This is an optimization exercise on Yosys and OpenROAD, whose aim is small area, not a production implementation. In this exercise RTL edits were held to simulation tests only and were not proved equivalent to the original. The flow treats the clock pin as an ideal source, which a real chip does not have. Power figures rest on the tool's default switching activity, not on a simulated workload.

run a:
// top
module top (
    input   logic       clk,
    input   logic       reset_n,
    input   logic       input_spi_clk,
    input   logic       input_spi_mosi,
    input   logic       input_spi_cs_n,
    output  logic       adc_spi_clk,
    input   logic       adc_spi_miso,
    output  logic       adc_spi_mosi,
    output  logic       adc_spi_cs_n,
    output  logic       pwm_a,
    output  logic       pwm_b
);
Size: about 800 cells after synthesis, roughly 11 I/O pins, ~6600 µm² of cells after synthesis.
Settings: LEC_CHECK=0, ABC_AREA=1, CAP_MARGIN=20, CORE_MARGIN=2, CORE_UTILIZATION=40, SLEW_MARGIN=20; clock period 10.0 ns.
run.sh (not shown) runs the stock make flow with config.mk's settings and CLKGATE_MAP_FILE= SYNTH_SCRIPT=/design/flow/synth_recipe.tcl, a recipe that flattens the netlist after the stock synthesis.
## Diff of input files: run b against run a
- ABC_AREA: 1 -> unset
### Flow results
Fraction of layout cells with a size suffix above 1 delta for run b relative to run a: 1.9 points lower
In the flow results for run b and run a, the clock transition at the register clock pins on the worst setup and hold paths after CTS is larger on run a.
Delta (run b minus run a): overall global routing resource usage decreased 0.30 points, total power increased 0.026 mW.

* * *

Another version of the RTL of top (not shown whole).
For scale: about 440 cells after synthesis, about 71 flip-flops, ~11 I/O pins, ~4700 sq um of cells after synthesis.
// top
module top (
    input   logic       clk,
    input   logic       reset_n,
    input   logic       input_spi_clk,
    input   logic       input_spi_mosi,
    input   logic       input_spi_cs_n,
    output  logic       adc_spi_clk,
    input   logic       adc_spi_miso,
    output  logic       adc_spi_mosi,
    output  logic       adc_spi_cs_n,
    output  logic       pwm_a,
    output  logic       pwm_b
);
==> flow/config.mk <==
export PLATFORM = sky130hd
export DESIGN_NAME = top
export DESIGN_NICKNAME = top
export VERILOG_FILES = /design/flow/design.v
export SDC_FILE = /design/flow/constraint.sdc
export NUM_CORES = 4
export LEC_CHECK = 0
export CAP_MARGIN = 20
export CORE_MARGIN = 2
export CORE_UTILIZATION = 40
export SLEW_MARGIN = 20
export SYNTH_HIERARCHICAL = 1
export SYNTH_MINIMUM_KEEP_SIZE = 0
==> flow/constraint.sdc <==
create_clock -name core_clock -period 10.0 [get_ports {clk}]
set_input_delay 2.0000 -clock core_clock [delete_from_list [all_inputs] [get_ports {clk}]]
set_output_delay 2.0000 -clock core_clock [all_outputs]
set_load 0.01 [all_outputs]
standard.sh (not shown) runs the stock make flow with config.mk's settings and CLKGATE_MAP_FILE= SYNTH_SCRIPT=/design/flow/synth_recipe.tcl, a recipe that flattens the netlist after the stock synthesis.
==> flow/flow/run.sh <==
#!/bin/bash
# The standard layout with four changes: after floorplanning,
# flow/downsize.tcl puts every logic cell at its smallest drive strength
# (the later repair steps size up where needed); the port buffers are buf_1
# cells; clock tree synthesis uses clkbuf_4 buffers without dummy loads; and
# after clock tree synthesis, flow/post_cts.tcl upsizes to clkbuf_8 each
# clock buffer whose flip-flops' clock slew is estimated over 100 ps.
# Each tool's output is in orfs/logs; the make output is in flow_make.log.
set -euo pipefail
here=$(cd "$(dirname "$0")" && pwd)
export BUFFER_PORTS_ARGS="-buffer_cell sky130_fd_sc_hd__buf_1"
export CTS_ARGS="-sink_clustering_enable -repair_clock_nets -dont_use_dummy_load -buf_list sky130_fd_sc_hd__clkbuf_4"
export POST_CTS_TCL="$here/post_cts.tcl"
export POST_FLOORPLAN_TCL="$here/downsize.tcl"
bash standard.sh > flow_make.log 2>&1
==> flow/flow/downsize.tcl <==
# Start placement from the smallest drive strength of every logic cell that
# synthesis sized up (not the flip-flops or clock buffers); the resizer's
# later repair steps size up again only where slew, load or timing needs it.
foreach inst [get_cells *] {
  set master [get_property [get_lib_cells -of_objects $inst] name]
  if {![regexp {^(sky130_fd_sc_hd__[a-z0-9]+)_([0-9]+)$} $master -> base drive]} { continue }
  if {$drive <= 1 || [string match *clk* $base] || [string match *df* $base]} { continue }
  foreach alt [list ${base}_1 ${base}_0] {
    if {[llength [get_lib_cells -quiet $alt]] > 0} {
      replace_cell $inst $alt
      break
    }
  }
}
==> flow/flow/post_cts.tcl <==
estimate_parasitics -placement
set weak {}
foreach pin [all_registers -clock_pins -edge_triggered] {
  set worst 0
  foreach edge {rise fall} {
    foreach a {min max} {
      set s [get_property $pin slew_${a}_$edge]
      if {$s > $worst} { set worst $s }
    }
  }
  if {$worst > 0.106} {
    set net [get_nets -of_objects $pin]
    foreach drv [get_pins -of_objects $net -filter "direction==output"] {
      lappend weak [get_cells -of_objects $drv]
    }
  }
}
set done {}
foreach c $weak {
  set name [get_property $c full_name]
  if {[lsearch -exact $done $name] >= 0} { continue }
  lappend done $name
  if {[get_property [get_lib_cells -of_objects $c] name] eq "sky130_fd_sc_hd__clkbuf_4"} {
    puts "upsizing clock buffer $name"
    replace_cell $c sky130_fd_sc_hd__clkbuf_8
  }
}
if {[llength $done] > 0} {
  detailed_placement
  check_placement -verbose
  estimate_parasitics -placement
}
Then changed:
--- a/flow/flow/post_cts.tcl
+++ b/flow/flow/post_cts.tcl
@@ -10,3 +10,3 @@
   }
-  if {$worst > 0.106} {
+  if {$worst > 0.100} {
     set net [get_nets -of_objects $pin]
Outcome:
- global-route usage barely changes
- register-to-register slack is about the same
- setup slack improved by 5.8 ps
- wire length drops by 1.1%
- combinational power stays flat
- total power goes up by 1.5%
- die area stays the same
- sequential share of layout area grows by 0.18 points
- utilization came out lower by 0.22 points
- critical path depth does not change
- non-clock buffer count decreases by 3

## static timing again, ports no longer ideal
No port has a modelled driver above. Below, the same layouts with a new extraction and two added sets of constraints. Step 1 (the two cells are an assumption about what drives the block):
set clk [get_ports {clk}]
set_driving_cell -lib_cell sky130_fd_sc_hd__clkbuf_16 $clk
set_driving_cell -lib_cell sky130_fd_sc_hd__buf_2 [delete_from_list [all_inputs] $clk]
Step 2 times the ports against the registers' clock, not the clock port: input delays grow and output delays shrink by t, the midpoint of the rising clock arrivals with the driver on. Slacks: ideal / step 1 / step 2; pairs: ideal / step 1.
| run | t (ns) | setup WS [ns] | latest minus earliest clock arrival (ns) | slew at the worst register clock pin (ns) |
|---|---|---|---|---|
| run a | 0.366 | 2.837 / 2.837 / 2.837 | 0.010 / 0.010 | 0.07 / 0.07 |
| run b | 0.358 | 1.584 / 1.584 / 1.584 | 0.005 / 0.005 | 0.06 / 0.06 |
| the first run of note 2 | 0.412 | 0.481 / 0.481 / 0.481 | 0.025 / 0.026 | 0.10 / 0.10 |
| the second run of note 2 | 0.418 | 0.487 / 0.487 / 0.487 | 0.034 / 0.034 | 0.10 / 0.10 |
After both steps setup and hold are still met in every run listed.
